Background: an optimization exercise with open tools, aiming at small area. Do not read the settings as production practice.
In this exercise RTL edits were held to simulation tests only and were not proved equivalent to the original.

[flow/config.mk]
export PLATFORM = sky130hd
export DESIGN_NAME = pipelined_cordic
export DESIGN_NICKNAME = pipelined_cordic
export VERILOG_FILES = /design/flow/design.v
export SDC_FILE = /design/flow/constraint.sdc
export NUM_CORES = 4
export LEC_CHECK = 0
export CAP_MARGIN = 20
export CORE_MARGIN = 2
export CORE_UTILIZATION = 40
export PLACE_DENSITY = 0.6
export SLEW_MARGIN = 20
[flow/run.sh]
#!/bin/bash
# synth_recipe.tcl (not shown) runs the flow's synth.tcl, then flattens the netlist and writes it again
# the make line also repeats each setting of config.mk as NAME=value (left out here)
make -C /OpenROAD-flow-scripts/flow DESIGN_CONFIG=/design/flow/config.mk WORK_HOME=/design/flow/orfs CLKGATE_MAP_FILE= SYNTH_SCRIPT=/design/flow/synth_recipe.tcl finish
[flow/design.v]
module pipelined_cordic(
    input Clk, Rst,
    input signed[15:0] x_in, y_in, 
    output reg signed[15:0] magnitude,
    output reg signed[15:0] angle
);
reg signed [15:0] x[0:15], y[0:15], theta[0:15], x_out[0:15], y_out[0:15], theta_out[0:15];
wire signed [15:0] atan_out [0:15];
reg [3:0] stage;  
assign atan_out[0] = 16'b0011001001000100;
assign atan_out[1] = 16'b0001110110101100;
assign atan_out[2] = 16'b0000111110101101;
assign atan_out[3] = 16'b0000011111110101;
assign atan_out[4] = 16'b0000001111111110;
assign atan_out[5] = 16'b0000001000000000;
assign atan_out[6] = 16'b0000000100000000;
assign atan_out[7] = 16'b0000000010000000;
assign atan_out[8] = 16'b0000000001000000;
assign atan_out[9] = 16'b0000000000100000;
assign atan_out[10] = 16'b0000000000010000;
assign atan_out[11] = 16'b0000000000001000;
assign atan_out[12] = 16'b0000000000000100;
assign atan_out[13] = 16'b0000000000000010;
assign atan_out[14] = 16'b0000000000000001;
assign atan_out[15] = 16'b0000000000000000;
genvar i;
generate
    for (i = 0; i < 16; i = i + 1) begin : stages
        always @(posedge Clk or posedge Rst) begin
            if (Rst)
                begin
                    x[i] <= 0;
                    y[i] <= 0;
                    theta[i] <= 0;
                end
            else 
                begin
                    if (i == 0) begin
                        x[i] <= x_in;
                        y[i] <= y_in;
                        theta[i] <= 16'd0;
                    end else begin
                        x[i] <= x_out[i-1];
                        y[i] <= y_out[i-1];
                        theta[i] <= theta_out[i-1];
                    end
                end
        end
        always @(*) begin
            if (y[i][15] == 0) begin
                x_out[i] = x[i] + (y[i] >>> (i));
                y_out[i] = y[i] - (x[i] >>> (i));
                theta_out[i] = theta[i] + atan_out[i];
            end else begin
                x_out[i] = x[i] - (y[i] >>> (i));
                y_out[i] = y[i] + (x[i] >>> (i));
                theta_out[i] = theta[i] - atan_out[i];
            end
        end
    end
endgenerate
always @(posedge Clk or posedge Rst) begin
    if (Rst) begin
        angle <= 0; 
        magnitude <= 0; 
    end else begin
        angle <= theta_out[15];  
        magnitude <= x_out[15];  
    end
end
endmodule
[flow/constraint.sdc]
create_clock -name core_clock -period 4.5 [get_ports {Clk}]
set_input_delay 0.9000 -clock core_clock [delete_from_list [all_inputs] [get_ports {Clk}]]
set_output_delay 0.9000 -clock core_clock [all_outputs]
set_load 0.01 [all_outputs]
==> summary.txt <==
outcome=timing/DRC/antenna clean; Max Fclk=between 200 and 300 MHz; top routing layer in use=met4; post-synthesis sequential element count=750; type of the most critical hold path=register to register; Critical Path Sink Type=register; maximum level of the CTS H-tree=3; global-route usage over all layers=0.1818; TritonCTS clock tree=done; top flip-flop cell by instance count after synthesis=sky130_fd_sc_hd__dfrtp_1; Pins Over Slew Limit=0; Clock Pin Slew Worst Setup and Hold Paths=approximately 60 ps; pre-CTS worst setup slack=981.3 ps; Max-Slew Margin vs Limit=0.3856; number of max-cap violations=0; number of filler cells placed in the layout=12270; cells resized by post-CTS repair=0; core region area=approximately 130000 um^2; element type at the critical path start=register; average size of a mapped cell=between 9 and 10 um^2; worst-skew pair later-pin latency=690 ps; peak per-stage delay on the critical path=490 ps; antenna violation net count after detailed routing=0; vias in the first global route=38380; accumulated negative setup slack=0 ps; met1 routed wirelength after detailed routing=52810 um; final worst-path setup slack=996.3 ps; CTS Buf Count=87; sequential share of the synthesized area=0.3590; Detailed Routing Iterations Pass 1=5; clock skew=23.70 ps; DP Cell Count=7230; initial core utilization=0.4032; number of remaining DRC errors=0; ratio of cells with drive above 1 in the final layout=0.04463; post-route cell area=between 50000 and 60000 um^2; Layout area overhead=11.29%; number of standard cells in the final layout excluding fillers=about 7400; nets in the synthesized netlist=6226; Clk Tree Root Cell=sky130_fd_sc_hd__clkbuf_16; routed wl met3=~3200 um; Yosys warning total=7; Worst path slowest cell=sky130_fd_sc_hd__or4_1; maximum buffer depth of the clock tree=3; share of flip-flops with an asynchronous set or reset after synthesis=1.000; post-route fraction of the period consumed by the critical path=0.7786; number of clock sinks seen by CTS=750; Worst EP arrival=4100 ps; pin count of the biggest net entering global routing=about 140; required time reported for the critical path endpoint=5090 ps; drt via density=between 5 and 6; via count=39240; cts hold-fix bufs=0; number of port buffers=65; number of DRC markers in iteration 0=2203; Critical Path Fanout Max=5; height of the chip=365.5 um; length of routed met2 wiring=62640 um; number of instances in the synthesized netlist=5456; total number of placement rows=132; critical path buffer and inverter count=1; Final setup violation count=0; post-layout utilization of the core=0.4487; cell family contributing the most delay on the critical path=simple AND/OR/NAND/NOR gates; Worst Hold Slack=337.0 ps; Placed Instance Area=about 55000 um^2; critical path class=register to register; Post-synth EDFFs=0; global-route wire length before repair=197900 um; critical path cell sequence=inv_1 -> ha_1 -> nand2b_1 -> or4_1 -> and2_1 -> xnor2_1 -> ha_1 -> a211o_1 -> a21oi_1 -> o31ai_1 -> or4_1 -> a2111o_1 -> o211ai_1; Post CTS Setup Buffer Count=0; Netlist Area Pre-Place=52270 um^2; sum of net half-perimeters after detailed placement=95960 um; number of hold violations in the final report=0; global-route congestion overflow total=0; Die ar.=133600 um^2; Slew @ Worst Pin=913.1 ps; sum of routed wire length over all layers=121600 um; setup repair after global routing missed its margin=no; antenna violations before repair=0; Final GP Congestion=0.9064; width of the chip=365.5 um; Unique masters post-synth=88; number of top-level pins=66; final critical path time including I/O delays and setup=around 3500 ps; routed wire length per instance=about 16 um; Final #Nets=roughly 6300
cell usage in the layout (no fill, tap or decap), drive strengths merged, types with 86 or more instances in the layout:
master  count
nor2      443
nand3      86
nor3      179
nand2     250
a21o      175
xnor2     448
clkbuf    113
inv       353
a21oi     490
o21ai     273
ha        690
dfrtp     750
xor2      221
path summary, 6_finish.rpt:
kind,start,to,slack (ps),cells past startpoint
min reg2reg,theta[9][1]$_DFF_PP0_,theta[10][1]$_DFF_PP0_,340,0
max in group asynchronous,Rst,y[12][13]$_DFF_PP0_,2710,3
min,theta[9][1]$_DFF_PP0_,theta[10][1]$_DFF_PP0_,340,0
min in group asynchronous,Rst,theta[4][2]$_DFF_PP0_,650,2
max reg2reg,y[5][5]$_DFF_PP0_,x[6][14]$_DFF_PP0_,1000,13
max,y[5][5]$_DFF_PP0_,x[6][14]$_DFF_PP0_,1000,13
flip-flops by register name (all words and copies together) (netlist names):
signal and cells:
angle 16, magnitude 16, theta 222, x 255, y 241
area by class of cell:
cell class / instances / area, um^2 / share of cell area
Multi-Input combinational cell: 4290 / 31930 / 0.5489
Antenna cell: 2 / 5.005 / 0.00008603
Inverter: 349 / 1314 / 0.02258
Sequential cell: 750 / 18770 / 0.3226
Clock inverter: 45 / 583.1 / 0.01002
Clock buffer: 113 / 2425 / 0.04168
Tap cell: 1742 / 2180 / 0.03747
Timing Repair Buffer: 99 / 968.4 / 0.01665
worst register-to-register path: cells and delay by family (launching register included):
kind | cells | cell delay [ps]
XOR/XNOR | 1 | 120
adder cells (fa/ha/maj) | 2 | 500
buffers and inverters | 1 | 80
flip-flops | 1 | 420
AO/OA/AOI/OAI | 5 | 1080
AND/OR/NAND/NOR | 4 | 1230
cell usage after synthesis (10+ instances only):
cell type | number | area share
sky130_fd_sc_hd__a2111oi_0 | 24 | 0.0040
sky130_fd_sc_hd__o21ai_0 | 235 | 0.022
sky130_fd_sc_hd__nand2b_1 | 73 | 0.0087
sky130_fd_sc_hd__a221oi_1 | 11 | 0.0018
sky130_fd_sc_hd__nand4b_1 | 10 | 0.0017
sky130_fd_sc_hd__a31o_2 | 16 | 0.0027
sky130_fd_sc_hd__dfrtp_1 | 750 | 0.36
sky130_fd_sc_hd__nor2_1 | 442 | 0.032
sky130_fd_sc_hd__xor2_1 | 221 | 0.037
sky130_fd_sc_hd__inv_1 | 346 | 0.025
sky130_fd_sc_hd__and2_1 | 33 | 0.0039
sky130_fd_sc_hd__a211o_1 | 22 | 0.0037
sky130_fd_sc_hd__or4_1 | 21 | 0.0030
sky130_fd_sc_hd__mux2i_1 | 28 | 0.0054
sky130_fd_sc_hd__nand3b_1 | 10 | 0.0014
sky130_fd_sc_hd__a21oi_1 | 490 | 0.047
sky130_fd_sc_hd__and3_1 | 52 | 0.0062
sky130_fd_sc_hd__o41ai_1 | 15 | 0.0025
sky130_fd_sc_hd__or2_2 | 16 | 0.0019
sky130_fd_sc_hd__nor4b_1 | 10 | 0.0017
sky130_fd_sc_hd__mux2_2 | 19 | 0.0041
sky130_fd_sc_hd__nand4_1 | 20 | 0.0024
sky130_fd_sc_hd__nor3_1 | 178 | 0.017
sky130_fd_sc_hd__fa_1 | 46 | 0.018
sky130_fd_sc_hd__nor2b_1 | 82 | 0.0098
sky130_fd_sc_hd__xnor2_1 | 447 | 0.075
sky130_fd_sc_hd__o31ai_1 | 33 | 0.0047
sky130_fd_sc_hd__nor3b_1 | 19 | 0.0027
sky130_fd_sc_hd__a31oi_1 | 46 | 0.0055
sky130_fd_sc_hd__clkbuf_1 | 51 | 0.0037
sky130_fd_sc_hd__nand3_1 | 86 | 0.0082
sky130_fd_sc_hd__o211ai_1 | 39 | 0.0056
sky130_fd_sc_hd__nand2_1 | 250 | 0.018
sky130_fd_sc_hd__o21bai_1 | 60 | 0.0086
sky130_fd_sc_hd__a21boi_0 | 15 | 0.0022
sky130_fd_sc_hd__o21ai_1 | 38 | 0.0036
sky130_fd_sc_hd__nor4_1 | 51 | 0.0061
sky130_fd_sc_hd__a21o_1 | 175 | 0.025
sky130_fd_sc_hd__or3_1 | 30 | 0.0036
sky130_fd_sc_hd__a211oi_1 | 37 | 0.0053
sky130_fd_sc_hd__ha_1 | 690 | 0.17
sky130_fd_sc_hd__o21a_1 | 76 | 0.011
sky130_fd_sc_hd__o31a_1 | 12 | 0.0020
cells by family (layout without fill, tap and decap cells):
family | count (synthesis) | after routing | synth area share
AO/OA/AOI/OAI | 1438 | 1438 | 0.1749
XOR/XNOR | 669 | 669 | 0.1122
adder cells (fa/ha/maj) | 736 | 736 | 0.1828
buffers and inverters | 416 | 606 | 0.03013
flip-flops | 750 | 750 | 0.3590
multiplexers | 47 | 47 | 0.009455
other | 1 | 3 | 0.00007174
AND/OR/NAND/NOR | 1399 | 1399 | 0.1314
layer usage:
layer,vias up,GRT usage
li1,19670,-
met1,18880,0.2212
met2,520,0.3359
met3,167,0.02185
met4,0,0.04962
met5,-,0

-- what the ideal ports hide --
The flow's constraints put no driver on any port. The routed layout listed below was extracted and timed again, unchanged, in two steps.
Step 1: set_driving_cell puts a clkbuf_16 on Clk and a buf_2 on each other input, an assumption about the parent block.
Step 2 times the ports against the registers' clock, not the clock port: input delays grow and output delays shrink by t, the midpoint of the rising clock arrivals with the driver on.
Slacks: no drivers / after step 1 / after step 2; pairs: no drivers / after step 1.
t, ns: 0.751
setup slack, ns: 0.996 / 0.996 / 0.996
worst register clock-pin slew, ns: 0.06 / 0.06
After both steps this run still meets setup and hold. For this run, drivers alone change the setup slack by 0.000 ns; drivers and shift together by 0.000 ns.
